Context: an optimization exercise on an open-source flow, tuned for small area. The choices shown serve that exercise and are no tape-out recipe.
In this exercise RTL edits were held to simulation tests only and were not proved equivalent to the original.
The flow treats the clock pin as an ideal source. Dropping or thinning the clock tree relies on that and would not hold on a real chip.
No activity file was given, so power comes from the tool's default toggle rates.

`flow/standard.sh`:
```
#!/bin/bash
# synth_recipe.tcl (not shown) runs the flow's synth.tcl, then flattens the netlist and writes it again
# the make line also repeats each setting of config.mk as NAME=value (left out here)
make -C /OpenROAD-flow-scripts/flow DESIGN_CONFIG=/design/flow/config.mk WORK_HOME=/design/flow/orfs CLKGATE_MAP_FILE= SYNTH_SCRIPT=/design/flow/synth_recipe.tcl "${@:-finish}"
```
`flow/config.mk`:
```
export PLATFORM = sky130hd
export DESIGN_NAME = spi_top
export DESIGN_NICKNAME = spi_top
export VERILOG_FILES = /design/flow/design.v
export SDC_FILE = /design/flow/constraint.sdc
export NUM_CORES = 4
export LEC_CHECK = 0
export CAP_MARGIN = 20
export CORE_MARGIN = 2
export CORE_UTILIZATION = 50
export SLEW_MARGIN = 20
export SYNTH_HIERARCHICAL = 1
```
`flow/constraint.sdc`:
```
create_clock -name core_clock -period 5.0 [get_ports {clk}]
set_input_delay 1.0000 -clock core_clock [delete_from_list [all_inputs] [get_ports {clk}]]
set_output_delay 1.0000 -clock core_clock [all_outputs]
set_load 0.01 [all_outputs]
```
`flow/flow/run.sh`:
```
#!/bin/bash
# The standard layout, with the smallest buffer on the ports instead of the
# resizer's default pick, and a clock tree without dummy loads.
set -euo pipefail
bash standard.sh \
  "BUFFER_PORTS_ARGS=-buffer_cell sky130_fd_sc_hd__buf_1" \
  "CTS_ARGS=-sink_clustering_enable -repair_clock_nets -dont_use_dummy_load" \
  finish > standard.log 2>&1
```
`flow/design.v`:
```
module spi_top (
    input         clk,
    input         rst_n,
    input  [31:0] in_data_A,         
    output [31:0] out_data_B,        
    output [31:0] out_data_A,        
    output        done_A_to_B,       
    output        response_ready,    
    output        done_B_to_A        
);
    reg [1:0]  ph;
    reg [5:0]  n;
    reg [31:0] tx;
    reg [31:0] rx;
    reg [31:0] data_b;
    wire [1:0] ph_next;
    wire [5:0] n_next;
    wire ld_tx, sh_tx, hold_tx, fill, ld_b, hold_b, sh_rx, hold_rx, rx_bit;
    wire dab, rr, dba;
    ctl u_ctl (.ph(ph), .n(n), .tx(tx),
               .ph_next(ph_next), .n_next(n_next),
               .ld_tx(ld_tx), .sh_tx(sh_tx), .hold_tx(hold_tx), .fill(fill),
               .ld_b(ld_b), .hold_b(hold_b), .sh_rx(sh_rx), .hold_rx(hold_rx),
               .rx_bit(rx_bit),
               .done_A_to_B(dab), .response_ready(rr), .done_B_to_A(dba));
    always @(posedge clk or negedge rst_n) begin
        if (!rst_n) begin
            ph <= 2'd0;
            n  <= 6'd59;
        end else begin
            ph <= ph_next;
            n  <= n_next;
        end
    end
    wire [31:0] tx_next, b_next, rx_next;
    genvar i;
    generate
        for (i = 0; i < 32; i = i + 1) begin : g_bit
            sel3 u_tx (.s0(ld_tx), .d0(in_data_A[i]),
                       .s1(sh_tx), .d1(i == 0 ? fill : tx[(i + 31) % 32]),
                       .s2(hold_tx), .d2(tx[i]), .y(tx_next[i]));
            sel2 u_b  (.s0(ld_b), .d0(tx[(i + 31) % 32]),
                       .s1(hold_b), .d1(data_b[i]), .y(b_next[i]));
            sel2 u_rx (.s0(sh_rx), .d0(i == 0 ? rx_bit : rx[(i + 31) % 32]),
                       .s1(hold_rx), .d1(rx[i]), .y(rx_next[i]));
        end
    endgenerate
    always @(posedge clk)
        tx <= tx_next;
    always @(posedge clk or negedge rst_n) begin
        if (!rst_n) begin
            data_b <= 32'd0;
            rx     <= 32'd0;
        end else begin
            data_b <= b_next;
            rx     <= rx_next;
        end
    end
    assign out_data_B     = data_b;
    assign out_data_A     = rx;
    assign done_A_to_B    = dab;
    assign response_ready = rr;
    assign done_B_to_A    = dba;
endmodule
module sel2 (
    input  s0, d0,
    input  s1, d1,
    output y
);
    assign y = (s0 & d0) | (s1 & d1);
endmodule
module sel3 (
    input  s0, d0,
    input  s1, d1,
    input  s2, d2,
    output y
);
    assign y = (s0 & d0) | (s1 & d1) | (s2 & d2);
endmodule
module ctl (ph, n, tx, ph_next, n_next, ld_tx, sh_tx, hold_tx, hold_b, hold_rx, rx_bit, fill, ld_b, sh_rx, done_A_to_B, response_ready, done_B_to_A);
  input [1:0] ph;
  wire [1:0] ph;
  input [5:0] n;
  wire [5:0] n;
  input [31:0] tx;
  wire [31:0] tx;
  output [1:0] ph_next;
  wire [1:0] ph_next;
  output [5:0] n_next;
  wire [5:0] n_next;
  output ld_tx;
  wire ld_tx;
  output sh_tx;
  wire sh_tx;
  output hold_tx;
  wire hold_tx;
  output hold_b;
  wire hold_b;
  output hold_rx;
  wire hold_rx;
  output rx_bit;
  wire rx_bit;
  output fill;
  wire fill;
  output ld_b;
  wire ld_b;
  output sh_rx;
  wire sh_rx;
  output done_A_to_B;
  wire done_A_to_B;
  output response_ready;
  wire response_ready;
  output done_B_to_A;
  wire done_B_to_A;
  wire _000_;
  wire _001_;
  wire _002_;
  wire _003_;
  wire _004_;
  wire _005_;
  wire _006_;
  wire _007_;
  wire _008_;
  wire _009_;
  wire _010_;
  wire _011_;
  wire _012_;
  wire _013_;
  wire _014_;
  wire _015_;
  wire _016_;
  wire _017_;
  wire _018_;
  wire _019_;
  wire _020_;
  wire _021_;
  wire _022_;
  wire _023_;
  wire _024_;
  wire _025_;
  wire _026_;
  wire _027_;
  wire _028_;
  wire _029_;
  wire _030_;
  wire _031_;
  wire _032_;
  wire _033_;
  wire _034_;
  wire _035_;
  wire _036_;
  wire _037_;
  wire _038_;
  wire _039_;
  wire _040_;
  wire _041_;
  wire _042_;
  hm_inv_1 g0 (.A(n[0]), .Y(_015_));
  hm_inv_1 g1 (.A(n[1]), .Y(_016_));
  hm_nor2_1 g2 (.A(_015_), .B(_016_), .Y(_017_));
  hm_and3_1 g3 (.A(n[2]), .B(_017_), .C(n[3]), .X(_018_));
  hm_and3_1 g4 (.A(n[4]), .B(_018_), .C(n[5]), .X(_019_));
  hm_inv_1 g5 (.A(ph[1]), .Y(_020_));
  hm_inv_1 g6 (.A(ph[0]), .Y(_021_));
  hm_nor2_1 g7 (.A(_020_), .B(_021_), .Y(_022_));
  hm_inv_1 g8 (.A(_022_), .Y(_023_));
  hm_o22ai_1 g9 (.A1(n[2]), .A2(_023_), .B1(n[1]), .B2(_023_), .Y(_024_));
  hm_or2_1 g10 (.A(_020_), .B(_024_), .X(_025_));
  hm_o21a_1 g11 (.A1(ph[0]), .A2(_019_), .B1(_025_), .X(ph_next[0]));
  hm_and2_1 g12 (.A(n[4]), .B(_018_), .X(_026_));
  hm_nor2_1 g13 (.A(n[4]), .B(_018_), .Y(_027_));
  hm_inv_1 g14 (.A(n[2]), .Y(_028_));
  hm_nor2_1 g15 (.A(_028_), .B(n[4]), .Y(_029_));
  hm_nor2_1 g16 (.A(n[3]), .B(n[5]), .Y(_030_));
  hm_nand4_1 g17 (.A(ph[1]), .B(_021_), .C(_029_), .D(_030_), .Y(_031_));
  hm_or3_1 g18 (.A(n[0]), .B(_016_), .C(_031_), .X(_032_));
  hm_o21ai_1 g19 (.A1(_026_), .A2(_027_), .B1(_032_), .Y(n_next[4]));
  hm_nand2_1 g20 (.A(n[2]), .B(_017_), .Y(_033_));
  hm_inv_1 g21 (.A(_033_), .Y(_034_));
  hm_nor2_1 g22 (.A(n[3]), .B(_034_), .Y(_035_));
  hm_o21ai_1 g23 (.A1(_018_), .A2(_035_), .B1(_032_), .Y(n_next[3]));
  hm_nor2_1 g24 (.A(n[2]), .B(_017_), .Y(_036_));
  hm_nor2_1 g25 (.A(_034_), .B(_036_), .Y(n_next[2]));
  hm_inv_1 g26 (.A(_032_), .Y(_037_));
  hm_nor2_1 g27 (.A(n[0]), .B(n[1]), .Y(_038_));
  hm_or3_1 g28 (.A(_037_), .B(_038_), .C(_017_), .X(_039_));
  hm_inv_1 g29 (.A(_039_), .Y(n_next[1]));
  hm_nor2_1 g30 (.A(n[0]), .B(_037_), .Y(n_next[0]));
  hm_nor2_1 g31 (.A(ph[1]), .B(ph[0]), .Y(_040_));
  hm_inv_1 g32 (.A(_040_), .Y(_041_));
  hm_o21ai_1 g33 (.A1(n[2]), .A2(_041_), .B1(_032_), .Y(ld_tx));
  hm_and3_1 g34 (.A(_023_), .B(_041_), .C(n[0]), .X(sh_tx));
  hm_nor2_1 g35 (.A(ld_tx), .B(sh_tx), .Y(hold_tx));
  hm_nor2_1 g36 (.A(_031_), .B(_039_), .Y(done_B_to_A));
  hm_and3_1 g37 (.A(_028_), .B(_022_), .C(_038_), .X(response_ready));
  hm_nor2_1 g38 (.A(ph[1]), .B(_021_), .Y(_042_));
  hm_a222oi_1 g39 (.A1(tx[31]), .A2(_042_), .B1(_033_), .B2(_040_), .C1(tx[0]), .C2(_024_), .Y(done_A_to_B));
  hm_inv_1 g40 (.A(hold_tx), .Y(_000_));
  hm_nor2_1 g41 (.A(_025_), .B(_000_), .Y(sh_rx));
  hm_inv_1 g42 (.A(tx[31]), .Y(_001_));
  hm_nand4_1 g43 (.A(tx[21]), .B(tx[20]), .C(tx[23]), .D(tx[22]), .Y(_002_));
  hm_nand4_1 g44 (.A(tx[17]), .B(tx[16]), .C(tx[19]), .D(tx[18]), .Y(_003_));
  hm_nand3_1 g45 (.A(tx[29]), .B(tx[28]), .C(tx[30]), .Y(_004_));
  hm_nand4_1 g46 (.A(tx[25]), .B(tx[24]), .C(tx[27]), .D(tx[26]), .Y(_005_));
  hm_or4_1 g47 (.A(_002_), .B(_003_), .C(_004_), .D(_005_), .X(_006_));
  hm_nand4_1 g48 (.A(tx[5]), .B(tx[4]), .C(tx[7]), .D(tx[6]), .Y(_007_));
  hm_nand4_1 g49 (.A(tx[0]), .B(tx[1]), .C(tx[3]), .D(tx[2]), .Y(_008_));
  hm_nand4_1 g50 (.A(tx[13]), .B(tx[12]), .C(tx[15]), .D(tx[14]), .Y(_009_));
  hm_nand4_1 g51 (.A(tx[9]), .B(tx[8]), .C(tx[11]), .D(tx[10]), .Y(_010_));
  hm_or4_1 g52 (.A(_007_), .B(_008_), .C(_009_), .D(_010_), .X(_011_));
  hm_nor2_1 g53 (.A(_006_), .B(_011_), .Y(_012_));
  hm_nand2_1 g54 (.A(_001_), .B(_012_), .Y(_013_));
  hm_o21ai_1 g55 (.A1(_001_), .A2(_012_), .B1(_013_), .Y(rx_bit));
  hm_nand2_1 g56 (.A(_019_), .B(_042_), .Y(hold_b));
  hm_inv_1 g57 (.A(hold_b), .Y(ld_b));
  hm_a31oi_1 g58 (.A1(_015_), .A2(n[1]), .A3(_022_), .B1(sh_rx), .Y(hold_rx));
  hm_o21ai_1 g59 (.A1(_020_), .A2(ph[0]), .B1(_001_), .Y(fill));
  hm_o21ai_1 g60 (.A1(_020_), .A2(_037_), .B1(hold_b), .Y(ph_next[1]));
  hm_nor2_1 g61 (.A(n[5]), .B(_026_), .Y(_014_));
  hm_o21ai_1 g62 (.A1(_019_), .A2(_014_), .B1(_032_), .Y(n_next[5]));
endmodule
module hm_a222oi_1 (input A1, A2, B1, B2, C1, C2, output Y);
  assign Y = (~A1&~B1&~C1) | (~A1&~B1&~C2) | (~A1&~B2&~C1) | (~A2&~B1&~C1) | (~A1&~B2&~C2) | (~A2&~B1&~C2) | (~A2&~B2&~C1) | (~A2&~B2&~C2);
endmodule
module hm_a31oi_1 (input A1, A2, A3, B1, output Y);
  assign Y = (~A1&~B1) | (~A2&~B1) | (~A3&~B1);
endmodule
module hm_and2_1 (input A, B, output X);
  assign X = (A&B);
endmodule
module hm_and3_1 (input A, B, C, output X);
  assign X = (A&B&C);
endmodule
module hm_inv_1 (input A, output Y);
  assign Y = (~A);
endmodule
module hm_nand2_1 (input A, B, output Y);
  assign Y = (~A) | (~B);
endmodule
module hm_nand3_1 (input A, B, C, output Y);
  assign Y = (~A) | (~B) | (~C);
endmodule
module hm_nand4_1 (input A, B, C, D, output Y);
  assign Y = (~A) | (~B) | (~C) | (~D);
endmodule
module hm_nor2_1 (input A, B, output Y);
  assign Y = (~A&~B);
endmodule
module hm_o21a_1 (input A1, A2, B1, output X);
  assign X = (A1&B1) | (A2&B1);
endmodule
module hm_o21ai_1 (input A1, A2, B1, output Y);
  assign Y = (~A1&~A2) | (~B1);
endmodule
module hm_o22ai_1 (input A1, A2, B1, B2, output Y);
  assign Y = (~B1&~B2) | (~A1&~A2);
endmodule
module hm_or2_1 (input A, B, output X);
  assign X = (A) | (B);
endmodule
module hm_or3_1 (input A, B, C, output X);
  assign X = (A) | (B) | (C);
endmodule
module hm_or4_1 (input A, B, C, D, output X);
  assign X = (A) | (B) | (C) | (D);
endmodule
```
==> impl_metrics.py, run 1 <==
metrics = {
    "run_status": {
        "status": "no timing/DRC/antenna violations",
    },
    "grt": {
        "met2_usage_pct": 30.7,
        "grt_pass1_wl_microns": 13800,
        "grt_use_met3_pct": 4.34,
        "antenna_found_initial": 0,
        "grt_max_degree": 73,
        "grt.overflow.total": 0,
        "grt_use_total_pct": 20.8,
        "grt_pass1_vias": 2811,
        "gr-usage-met1_pct": 30.4,
        "top_usage_layer": "met2",
    },
    "worst_setup_path": {
        "slowest_delay_ps": 550,
        "crit_type": "flop to flop",
        "cp-start-kind": "flop",
        "cp_top_family": "buffers and inverters",
        "worstPathMaxFanout": 33,
        "r2r-start": "n[2]",
        "critPathCaptureType": "flop",
        "worstPathRequired_ps": 5260,
        "crit_arrival_ps": 3340,
        "critPathSlowestCell": "a31oi_2",
        "crit_top_cell": "buf_4",
        "startpoint": "n[2]",
        "path_buf_inv": 5,
        "path_cells": "inv_1 > nor2_1 > nand4_1 > or3_1 > o21ai_2 > buf_4 > nor2_2 > inv_1 > nor2_2 > buf_4 > a31oi_2 > buf_4 > a22o_1",
    },
    "cts": {
        "htreeDepth": 3,
        "postCtsSetupRepairBufs": 0,
        "cts.sink_count": 104,
        "cts_hold_buf": 0,
        "path_clk_slew_ps": 80,
        "clock-root-buffer": "clkbuf_8",
        "ctsResizeCount": 0,
        "clock_latency_ps": 350,
        "cts_tree": "built",
        "clockBufferDepth": 2,
        "cts_made_buffers": 9,
    },
    "hold_path": {
        "min_path_type": "flop to flop",
        "hp-start": "data_b[2]",
    },
    "floorplanning": {
        "io_pins": 101,
        "row_count": 31,
        "die_h_microns": 90.7,
        "core_area_sq_mm": 0.00725,
        "die_w_microns": 90.7,
        "initial_core_util_pct": 51.8,
        "die_area_sq_mm": 0.00823,
    },
    "place": {
        "dp_hpwl_microns": 5360,
        "dpl_cell_area_sq_mm": 0.00432,
        "port_buffers": 100,
        "gp_congestion": 0.890,
        "post-place-ws_ps": 1980,
    },
    "drt": {
        "wl_per_cell_microns": 16.7,
        "first_pass_iters": 8,
        "totalWireLength_microns": 8530,
        "num_vias": 2960,
        "drcViolationCount": 0,
        "drtIter0Drc": 326,
        "viasPerCell": 5.80,
        "ant_nets": 0,
    },
    "timing": {
        "rsz0062_at_grt": "false",
        "worst_pin_slew_ps": 1110,
        "finalCriticalPeriod_ps": 3070,
        "fmax_mhz": 325,
        "period_share_pct": 61.4,
        "setup_viol": 0,
        "drv_slew": 0,
        "tns_ps": 0,
        "maxSlewHeadroom_pct": 26.1,
        "fin_skew_ps": 27.2,
        "fin_ws_ps": 1930,
        "whs_ps": 499,
        "hold_viol": 0,
    },
    "logic_synthesis": {
        "synth_cells": 295,
        "avgSynthCellArea_sq_um": 12.7,
        "synth_seq_cells": 104,
        "syn_nets": 329,
        "syn_area_sq_mm": 0.00376,
        "yosys_warnings": 7,
        "synth-seq-area-share_pct": 65.1,
        "ys_types": 19,
    },
    "job": {
        "maxCapViolCount": 0,
    },
    "power": {
        "max-vdd-ir-drop_v": 0.000151,
        "p_leak_uw": 0.00209,
        "p_per_area_mw_per_mm2": 294,
    },
    "layout": {
        "final_cell_area_sq_mm": 0.00447,
        "antenna_cells": 0,
        "drive_gt1_share_pct": 6.33,
        "nets": 447,
        "synthToLayoutAreaGrowth_pct": 18.8,
        "fillers": 654,
        "final_util_pct": 61.6,
    },
}
[final timing paths]
check | slack [ps] | to | depth (start not counted)
min in group asynchronous | 640 | data_b[6] | 1
hold reg to reg | 500 | data_b[2] | 1
setup reg to reg | 1930 | rx[22] | 13
hold / removal | 500 | data_b[2] | 1
max in group asynchronous | 3700 | n[1] | 2
setup / recovery | 1930 | rx[22] | 13
[per-module statistics from Yosys (local to each module, per instance), a selection]
module	cells	area (sq um)	times used	flip-flops and latches
hm_a222oi_1	1	10.0	1	0
hm_and2_1	1	6.26	1	0
hm_and3_1	1	6.26	4	0
hm_inv_1	1	3.75	13	0
hm_nand2_1	1	3.75	3	0
hm_nand3_1	1	5.00	1	0
hm_nand4_1	1	6.26	8	0
hm_nor2_1	1	3.75	17	0
hm_o21a_1	1	7.51	1	0
hm_o22ai_1	1	6.26	1	0
hm_or2_1	1	6.26	1	0
hm_or4_1	1	7.51	2	0
sel3	2	13.8	32	0
spi_top	104	2450	1	104
[per-layer routing]
layer	up-vias	share of wire, %
met2	124	45
li1	1388	-
met5	-	0
met3	6	7.1
met4	0	0.84
met1	1442	47
[flip-flops by register name, indices dropped and copies added (netlist names)]
name / cells
ph: 2
tx: 32
n: 6
rx: 32
data_b: 32
[Yosys cell counts (all sizes together)]
cell type / count / area share, %
a222oi: 33 / 8.8
a22o: 64 / 15
a31oi: 1 / 0.17
and2: 1 / 0.17
and3: 4 / 0.67
dfrtp: 67 / 45
dfstp: 5 / 3.5
dfxtp: 32 / 17
inv: 45 / 4.5
nand2: 3 / 0.30
nand3: 1 / 0.13
nand4: 8 / 1.3
nor2: 17 / 1.7
o21a: 1 / 0.20
o21ai: 7 / 0.93
o22ai: 1 / 0.17
or2: 1 / 0.17
or3: 2 / 0.33
or4: 2 / 0.40
[report_power, final]
part,switching [uW],internal [uW],total (uW)
logic,22.3,20.8,43.1
clock network,242,162,405
registers,14.7,851,865
[metrics by stage]
step	instances	power (uW)
2_1_floorplan	295	897
3_3_place_gp	500	923
3_5_place_dp	500	924
4_1_cts	509	1320
5_1_grt	510	1370
6_report	510	1310
[worst reg2reg max path: stages, from the launching register on]
cell	delay [ps]
dfrtp_1	440
inv_1	80
nor2_1	90
nand4_1	110
or3_1	410
o21ai_2	80
buf_4	350
nor2_2	70
inv_1	70
nor2_2	40
buf_4	220
a31oi_2	560
buf_4	330
a22o_1	150
[placed cells by master, fill, tap and decap left out, types with 6 or more instances in the layout]
master    Yosys  routed
a222oi_1     33      33
a22o_1       64      64
buf_1         0      99
buf_4         0       6
clkbuf_8      0       9
dfrtp_1      67      67
dfxtp_1      32      32
inv_1        45      45
nand4_1       8       8
nor2_1       17      15
o21ai_1       7       6
[cells by family (layout without fill, tap and decap cells)]
kind of cell           Yosys count  count (layout)  share of synthesized area [%]
AO/OA/AOI/OAI                  107             107                           25.2
flip-flops                     104             104                           65.1
buffers and inverters           45             161                           4.49
AND/OR/NAND/NOR                 39              39                           5.19
[area by class of cell]
cell class,count,area [sq um],share of cell area [%]
Sequential cell,104,2450,54.8
Multi-Input combinational cell,146,1160,25.9
Timing Repair Buffer,107,444,9.95
Inverter,45,169,3.78
Clock buffer,9,124,2.77
Tap cell,99,124,2.77
==> inputs of run 2 (changes only) <==
--- a/flow/config.mk
+++ b/flow/config.mk
@@ -9,3 +9,3 @@
 export CORE_MARGIN = 2
-export CORE_UTILIZATION = 50
+export CORE_UTILIZATION = 80
 export SLEW_MARGIN = 20
==> run 2 against run 1 <==
- the flow now stops in global placement
- synthesized area stayed put
- synthesized cell count stayed put
==> impl_metrics.py, run 2 <==
metrics = {
    "run_status": {
        "status": "did not finish",
        "lastStage": "global placement",
        "stop_error": "[ERROR GPL-0301] Utilization 100.403 % exceeds 100%.",
    },
    "logic_synthesis": {
        "yosys_warnings": 7,
        "ys_types": 19,
        "synth_edf_count": 0,
        "synth_area_leaders": "dfrtp_1 (45%), dfxtp_1 (17%), a22o_1 (15%)",
        "synth_seq_cells": 104,
        "synth-seq-area-share_pct": 65.1,
        "syn_nets": 329,
        "synth_cells": 295,
        "synth_flop_cell": "dfrtp_1",
        "synth.cells.most_frequent": "dfrtp_1 (67), a22o_1 (64), inv_1 (45)",
        "syn_area_sq_mm": 0.00376,
        "synth_top_area_cell": "dfrtp_1",
        "synth_top_area_share_pct": 44.6,
        "async_flop_share_pct": 69.2,
        "yosysMostFrequentCell": "dfrtp_1",
        "avgSynthCellArea_sq_um": 12.7,
    },
    "floorplanning": {
        "die_w_microns": 72.5,
        "row_count": 24,
        "initial_core_util_pct": 84.6,
        "die_h_microns": 72.5,
        "io_pins": 101,
    },
    "place": {
        "port_buffers": 100,
    },
}
-- run 2: cell counts after synthesis --
Identical to the previous run, type by type.
-- run 2: Yosys stat by module, one instance, submodules excluded, a selection --
module       cell area [sq um]  cells
hm_a222oi_1               10.0      1
sel2                      8.76      1
hm_o21a_1                 7.51      1
hm_and2_1                 6.26      1
hm_a31oi_1                6.26      1
hm_nand2_1                3.75      1
-- run 2: cell families after synthesis --
logic type | after synthesis | synth area share, %
compound gates | 107 | 25.2
flops | 104 | 65.1
buf+inv | 45 | 4.49
simple gates | 39 | 5.19
==> inputs of run 3 (changes only) <==
--- a/flow/config.mk
+++ b/flow/config.mk
@@ -9,3 +9,3 @@
 export CORE_MARGIN = 2
-export CORE_UTILIZATION = 80
+export CORE_UTILIZATION = 65
 export SLEW_MARGIN = 20
==> run 3 against run 2 <==
- the run now finishes clean
- synthesized cell count unchanged
- synthesized area is the same
==> impl_metrics.py, run 3 <==
metrics = {
    "run_status": {
        "status": "no timing/DRC/antenna violations",
    },
    "layout": {
        "antenna_cells": 0,
        "final_common_cell": "buf_1",
        "most-common-layout-cells": "buf_1 (99), dfrtp_1 (67), a22o_1 (64)",
        "reg_top3": "data_b (32), rx (32), tx (32)",
        "drive_gt1_share_pct": 6.13,
        "nets": 444,
        "synthToLayoutAreaGrowth_pct": 17.1,
    },
    "logic_synthesis": {
        "synth.cells.most_frequent": "dfrtp_1 (67), a22o_1 (64), inv_1 (45)",
        "yosysMostFrequentCell": "dfrtp_1",
        "synth_seq_cells": 104,
        "synth-seq-area-share_pct": 65.1,
        "synth_edf_count": 0,
        "synth_cells": 295,
        "synth_area_leaders": "dfrtp_1 (45%), dfxtp_1 (17%), a22o_1 (15%)",
        "syn_nets": 329,
        "synth_top_area_share_pct": 44.6,
        "syn_area_sq_mm": 0.00376,
        "synth_top_area_cell": "dfrtp_1",
        "synth_flop_cell": "dfrtp_1",
        "yosys_warnings": 7,
        "ys_types": 19,
        "avgSynthCellArea_sq_um": 12.7,
        "async_flop_share_pct": 69.2,
    },
    "timing": {
        "hold_viol": 0,
        "tns_ps": 0,
        "finalCriticalPeriod_ps": 3040,
        "fmax_mhz": 329,
        "period_share_pct": 60.8,
        "worst_pin_slew_ps": 965,
        "rsz0062_at_grt": "false",
        "fin_skew_ps": 34.6,
        "setup_viol": 0,
        "maxSlewHeadroom_pct": 35.6,
        "drv_slew": 0,
    },
    "worst_setup_path": {
        "worstPathMaxFanout": 5,
        "cp-start-kind": "flop",
        "crit_arrival_ps": 2040,
        "startpoint": "n[5]",
        "r2r_cells": 7,
        "path_cells": "nor2_1 > nand4_1 > or3_1 > inv_1 > or3_1 > nor2_1 > buf_1",
        "crit_type": "flop to output pin",
        "slowest_delay_ps": 550,
        "rrSetupSlack_ps": 2100,
        "critPathSlowestCell": "dfstp_2",
        "critPathCaptureType": "output pin",
        "r2r-start": "n[1]",
        "worstSetupEndpoint": "done_B_to_A",
        "r2r-end": "data_b[25]",
        "worstPathRequired_ps": 4000,
    },
    "floorplanning": {
        "initial_core_util_pct": 67.8,
        "die_h_microns": 80.0,
        "core_area_sq_mm": 0.00554,
        "die_area_sq_mm": 0.00641,
        "row_count": 27,
        "io_pins": 101,
        "die_w_microns": 80.0,
    },
    "cts": {
        "clock-root-buffer": "clkbuf_8",
        "cts_made_buffers": 9,
        "cts.sink_count": 104,
        "cts_hold_buf": 0,
        "htreeDepth": 3,
        "postCtsSetupRepairBufs": 0,
        "clock_latency_ps": 360,
        "ctsResizeCount": 0,
        "cts_tree": "built",
        "path_clk_slew_ps": 80,
        "clockBufferDepth": 2,
    },
    "drt": {
        "drcViolationCount": 0,
        "first_pass_iters": 6,
        "num_vias": 3014,
        "ant_nets": 0,
        "totalWireLength_microns": 8300,
        "drtIter0Drc": 351,
        "viasPerCell": 6.28,
        "wl_per_cell_microns": 17.3,
    },
    "hold_path": {
        "min_path_type": "flop to flop",
    },
    "grt": {
        "grt_pass1_vias": 2785,
        "grt_use_total_pct": 26.6,
        "antenna_found_initial": 0,
        "grt_pass1_wl_microns": 13000,
        "grt_max_degree": 73,
        "grt.overflow.total": 0,
    },
    "power": {
        "p_leak_uw": 0.00207,
        "combPwrFrac_pct": 3.2,
        "intPower_uw": 1030,
        "power_frac_seq_pct": 66.3,
        "sw_frac_of_total_pct": 21.0,
        "max-vdd-ir-drop_v": 0.000186,
        "p_total_uw": 1310,
        "clkPwrFrac_pct": 30.5,
        "p_per_area_mw_per_mm2": 297,
        "p_sw_uw": 274,
    },
    "place": {
        "dp_hpwl_microns": 5450,
        "port_buffers": 100,
        "gp_congestion": 0.882,
    },
    "job": {
        "maxCapViolCount": 0,
    },
}
==> run 3: cell counts after synthesis <==
No cell type changed its count.
==> run 3: kinds of logic after synthesis <==
kind of cell | synth area share [%]
and+or+nand+nor | 5.19
DFF | 65.1
AOI/OAI and AO/OA | 25.2
buffers and inverters | 4.49
==> run 3: worst min-delay path by stage <==
stage / start / endpoint / slack, ps / cells past startpoint
floorplan: n[0] / n[0] / 470 / 1
global placement: rx[31] / rx[31] / 480 / 1
detailed placement: data_b[0] / data_b[0] / 480 / 1
CTS: data_b[0] / data_b[0] / 500 / 1
global route: data_b[20] / data_b[20] / 520 / 1
finish: data_b[0] / data_b[0] / 500 / 1
==> run 3: power groups by stage <==
stage | registers, uW | logic [uW] | clock network, uW
6_report | 866 | 41.6 | 399
5_1_grt | 868 | 47.7 | 433
4_1_cts | 865 | 42.2 | 408
3_5_place_dp | 882 | 42.0 | 0
3_3_place_gp | 882 | 40.2 | 0
2_1_floorplan | 878 | 18.2 | 0
==> run 3: area by class of cell <==
| type | instances | area (sq um) |
|---|---|---|
| Tap cell | 72 | 90.1 |
| Clock buffer | 9 | 124 |
| Inverter | 45 | 169 |
| Multi-Input combinational cell | 146 | 1160 |
| Fill cell | 367 | 1140 |
| Timing Repair Buffer | 104 | 409 |
| Sequential cell | 104 | 2450 |
==> run 3: Yosys stat by module, one instance, submodules excluded, a selection <==
module | cells | flip-flops and latches | cell area (sq um)
hm_and3_1 | 1 | 0 | 6.26
hm_nand4_1 | 1 | 0 | 6.26
hm_o21ai_1 | 1 | 0 | 5.00
hm_o21a_1 | 1 | 0 | 7.51
spi_top | 104 | 104 | 2450
hm_or3_1 | 1 | 0 | 6.26
hm_nand2_1 | 1 | 0 | 3.75
sel2 | 1 | 0 | 8.76
hm_nand3_1 | 1 | 0 | 5.00
hm_or4_1 | 1 | 0 | 7.51
hm_and2_1 | 1 | 0 | 6.26
==> run 3: critical path: cells and delay by family, from the launching register on <==
kind,cells,cell delay [ps]
simple gates,5,880
buf+inv,2,260
flops,1,550
==> run 3: metrics by stage <==
stage	instances	instance area [sq um]	hold slack [ps]	setup WS (ps)	utilization, %
finish	480	4400	500	1960	79.4
floorplan	295	3760	472	115	-
global route	480	4400	523	1860	79.4
detailed placement	471	4270	481	1690	77.1
global placement	471	4270	476	1800	77.1
CTS	480	4400	503	1680	79.4
==> run 3: layer usage <==
| layer | wire (microns) | GRT usage, % |
|---|---|---|
| met5 | 0 | 0 |
| met4 | 163 | 11.4 |
| met3 | 597 | 6.11 |
| met2 | 3980 | 41.7 |
| met1 | 3560 | 35.8 |
==> inputs of run 4 (changes only) <==
==> flow/flow/run.sh (replaced) <==
#!/bin/bash
# The standard layout, with:
# - the smallest buffer on the ports instead of the resizer's default pick;
# - a clock tree without dummy loads, whose leaves flow/merge_leaves.tcl then
#   merges pairwise into clkbuf_16s (CTS stops its H-tree at 15 sinks a leaf).
set -euo pipefail
bash standard.sh \
  "BUFFER_PORTS_ARGS=-buffer_cell sky130_fd_sc_hd__buf_1" \
  "CTS_ARGS=-sink_clustering_enable -repair_clock_nets -dont_use_dummy_load -root_buf sky130_fd_sc_hd__clkbuf_4" \
  "POST_CTS_TCL=$PWD/flow/merge_leaves.tcl" \
  finish > standard.log 2>&1
==> flow/flow/merge_leaves.tcl (new file) <==
# Post-CTS: halve the number of clock leaf buffers. TritonCTS stops its H-tree at
# 15 sinks per leaf; for this design two neighbouring leaves fit one clkbuf_16.
# Each leaf buffer is paired with its nearest unpaired neighbour, the pair's
# sinks moved onto one buffer, the other buffer removed, and the kept buffer
# sized up. The leaves stay on the same root, one level down, so every sink
# keeps the same number of buffers on its clock path.
proc clk_leaf_merge { } {
  set block [ord::get_db_block]
  set clknet [$block findNet clk]
  set roots {}
  foreach it [$clknet getITerms] { if {[$it isInputSignal]} { lappend roots [$it getInst] } }
  if {[llength $roots] != 1} { puts "merge: [llength $roots] roots, skipped"; return }
  set root [lindex $roots 0]
  set rootnet [[$root findITerm X] getNet]
  set leaves {}
  foreach it [$rootnet getITerms] {
    if {[$it isInputSignal]} {
      set inst [$it getInst]
      if {![string match *clkbuf* [[$inst getMaster] getName]]} { puts "merge: root drives [[$inst getMaster] getName], skipped"; return }
      lappend leaves $inst
    }
  }
  puts "merge: [llength $leaves] leaves"
  set left $leaves
  while {[llength $left] >= 2} {
    set a [lindex $left 0]
    set left [lrange $left 1 end]
    lassign [$a getLocation] ax ay
    set best -1; set bd 1e18
    for {set i 0} {$i < [llength $left]} {incr i} {
      lassign [[lindex $left $i] getLocation] bx by
      set d [expr {abs($ax-$bx) + abs($ay-$by)}]
      if {$d < $bd} { set bd $d; set best $i }
    }
    set b [lindex $left $best]
    set left [lreplace $left $best $best]
    set na [[$a findITerm X] getNet]
    set nb [[$b findITerm X] getNet]
    foreach it [$nb getITerms] {
      if {[$it isInputSignal]} { $it disconnect; $it connect $na }
    }
    # move the kept buffer to the middle of the pair
    lassign [$b getLocation] bx by
    $a setLocation [expr {($ax+$bx)/2}] [expr {($ay+$by)/2}]
    [$b findITerm A] disconnect
    odb::dbInst_destroy $b
    odb::dbNet_destroy $nb
    replace_cell [get_cells [$a getName]] sky130_fd_sc_hd__clkbuf_16
  }
}
clk_leaf_merge
detailed_placement
estimate_parasitics -placement
==> run 4 against run 3 <==
- still clean on timing, DRC and antenna
- core utilization down 0.068 points
- sequential power about the same
- critical path depth unchanged
- synthesized area unchanged
- power down 1.4%
- non-clock buffer count up 1
- via count down 3.1%
- worst hold slack worse by 4.9 ps
- final cell count down 0.63%
- critical endpoint unchanged
==> impl_metrics.py, run 4 <==
metrics = {
    "power": {
        "clkPwrFrac_pct": 29.6,
        "max-vdd-ir-drop_v": 0.000291,
        "p_leak_uw": 0.00207,
        "p_sw_uw": 265,
        "sw_frac_of_total_pct": 20.6,
        "power_frac_seq_pct": 67.2,
        "p_total_uw": 1290,
        "p_per_area_mw_per_mm2": 293,
        "intPower_uw": 1020,
        "combPwrFrac_pct": 3.2,
    },
    "floorplanning": {
        "io_pins": 101,
        "die_area_sq_mm": 0.00641,
        "die_h_microns": 80.0,
        "die_w_microns": 80.0,
        "row_count": 27,
        "initial_core_util_pct": 67.8,
        "core_area_sq_mm": 0.00554,
    },
    "worst_setup_path": {
        "worstPathRequired_ps": 4000,
        "critPathSlowestCell": "dfstp_2",
        "path_cells": "nor2_1 > nand4_1 > or3_1 > inv_1 > or3_1 > nor2_1 > buf_1",
        "worstPathMaxFanout": 5,
        "crit_type": "flop to output pin",
        "startpoint": "n[5]",
        "critPathCaptureType": "output pin",
        "slowest_delay_ps": 550,
        "crit_arrival_ps": 2080,
        "r2r-start": "n[1]",
        "cp-start-kind": "flop",
    },
    "drt": {
        "drtIter0Drc": 286,
        "drcViolationCount": 0,
        "wl_per_cell_microns": 17.1,
        "totalWireLength_microns": 8150,
        "viasPerCell": 6.12,
        "first_pass_iters": 6,
        "ant_nets": 0,
        "num_vias": 2921,
    },
    "timing": {
        "hold_viol": 0,
        "fmax_mhz": 324,
        "fin_skew_ps": 22.9,
        "rsz0062_at_grt": "false",
        "maxSlewHeadroom_pct": 35.2,
        "worst_pin_slew_ps": 971,
        "period_share_pct": 61.7,
        "finalCriticalPeriod_ps": 3080,
        "setup_viol": 0,
        "drv_slew": 0,
        "tns_ps": 0,
    },
    "layout": {
        "drive_gt1_share_pct": 5.19,
        "synthToLayoutAreaGrowth_pct": 17.0,
        "antenna_cells": 0,
        "most-common-layout-cells": "buf_1 (99), dfrtp_1 (67), a22o_1 (64)",
        "nets": 441,
        "final_cell_count_no_fill": 477,
        "final_common_cell": "buf_1",
        "reg_top3": "data_b (32), rx (32), tx (32)",
    },
    "grt": {
        "grt_max_degree": 73,
        "grt.overflow.total": 0,
        "grt_pass1_vias": 2755,
        "antenna_found_initial": 0,
        "grt_use_total_pct": 26.0,
        "grt_pass1_wl_microns": 12900,
    },
    "cts": {
        "cts.sink_count": 104,
        "path_clk_slew_ps": 90,
        "clock_latency_ps": 410,
    },
    "logic_synthesis": {
        "yosysMostFrequentCell": "dfrtp_1",
        "synth_area_leaders": "dfrtp_1 (45%), dfxtp_1 (17%), a22o_1 (15%)",
        "synth_flop_cell": "dfrtp_1",
        "avgSynthCellArea_sq_um": 12.7,
        "synth_edf_count": 0,
        "synth_top_area_share_pct": 44.6,
        "synth_seq_cells": 104,
        "ys_types": 19,
        "syn_nets": 329,
        "synth.cells.most_frequent": "dfrtp_1 (67), a22o_1 (64), inv_1 (45)",
        "synth_cells": 295,
        "synth_top_area_cell": "dfrtp_1",
        "synth-seq-area-share_pct": 65.1,
        "yosys_warnings": 7,
        "async_flop_share_pct": 69.2,
        "syn_area_sq_mm": 0.00376,
    },
    "hold_path": {
        "min_path_type": "flop to flop",
        "hp-start": "data_b[0]",
    },
    "place": {
        "port_buffers": 100,
        "gp_congestion": 0.882,
        "place_inst": 471,
        "dp_hpwl_microns": 5450,
    },
    "job": {
        "maxCapViolCount": 0,
    },
    "run_status": {
        "status": "no timing/DRC/antenna violations",
    },
}
-- run 4: cell families after synthesis --
kind of cell	share of synthesized area [%]
compound gates	25.2
buf+inv	4.49
flops	65.1
simple gates	5.19
-- run 4: metal layers --
layer | vias to the layer above | part of all wire [%] | wire length (microns) | track usage [%]
li1 | 1372 | - | - | -
met4 | 0 | 1.2 | 97 | 8.47
met1 | 1418 | 43 | 3480 | 35.9
met2 | 120 | 49 | 4000 | 42.1
met5 | - | 0 | 0 | 0
met3 | 11 | 7.1 | 575 | 4.75
-- run 4: final cells by class --
type | count | area, sq um
clock buffers | 5 | 108
repair buffers | 105 | 424
inverters | 45 | 169
well taps | 72 | 90.1
multi-input cells | 146 | 1160
fillers | 360 | 1140
flip-flops and latches | 104 | 2450
-- run 4: power by group through the flow --
stage | logic, uW | registers [uW] | clock network (uW)
5_1_grt | 47.6 | 868 | 417
3_5_place_dp | 42.0 | 882 | 0
6_report | 41.6 | 866 | 381
2_1_floorplan | 18.2 | 878 | 0
3_3_place_gp | 40.2 | 882 | 0
-- run 4: stage by stage --
step                      utilization [%]  setup WS (ps)  hold WS [ps]  instance area (sq um)
after floorplan                         -            115           472                   3760
after global placement               77.1           1800           476                   4270
after detailed placement             77.1           1690           481                   4270
after global routing                 79.4           1800           526                   4400
final                                79.4           1920           496                   4400
-- run 4: per-module statistics from Yosys (local to each module, per instance), excerpt --
module       area, sq um  times used  flops+latches  cells
hm_and2_1           6.26           1              0      1
hm_nand4_1          6.26           8              0      1
hm_a31oi_1          6.26           1              0      1
hm_or3_1            6.26           2              0      1
hm_nand3_1          5.00           1              0      1
hm_a222oi_1         10.0           1              0      1
hm_or4_1            7.51           2              0      1
sel3                13.8          32              0      2
hm_o21ai_1          5.00           7              0      1
hm_or2_1            6.26           1              0      1
sel2                8.76          64              0      1
spi_top             2450           1            104    104
-- run 4: critical path: cells and delay by family (launching register included) --
family / cells / cell delay, ps
DFF: 1 / 550
and+or+nand+nor: 5 / 870
buffers and inverters: 2 / 260
-- run 4: path summary, 6_finish.rpt --
path                                to  slack, ps  cells after the start
max in group asynchronous        rx[2]       3650                      1
setup reg to reg            data_b[25]       2090                      8
min in group asynchronous   data_b[14]        760                      1
hold reg to reg              data_b[0]        500                      1
hold / removal               data_b[0]        500                      1
setup / recovery           done_B_to_A       1920                      7

## what the ideal ports hide
How much do the figures lean on ideal ports? The routed layouts below were timed once more, with nothing changed but the port constraints.
Step 1, drivers: a clkbuf_16 drives clk and a buf_2 each remaining input, both assumed.
Step 2, shift: input delay + t, output delay - t, t = (earliest + latest rising clock arrival at the registers) / 2. This alone moves slack from input paths to output paths.
Slacks: ideal / step 1 / step 2; pairs: ideal / step 1.
run	t (ns)	setup WS [ns]	pins driven straight from the clock port
run 1	0.367	1.928 / 1.928 / 1.928	1
run 3	0.370	1.962 / 1.931 / 2.102	1
run 4	0.428	1.917 / 1.889 / 2.094	1
After both steps every run listed still meets setup and hold.
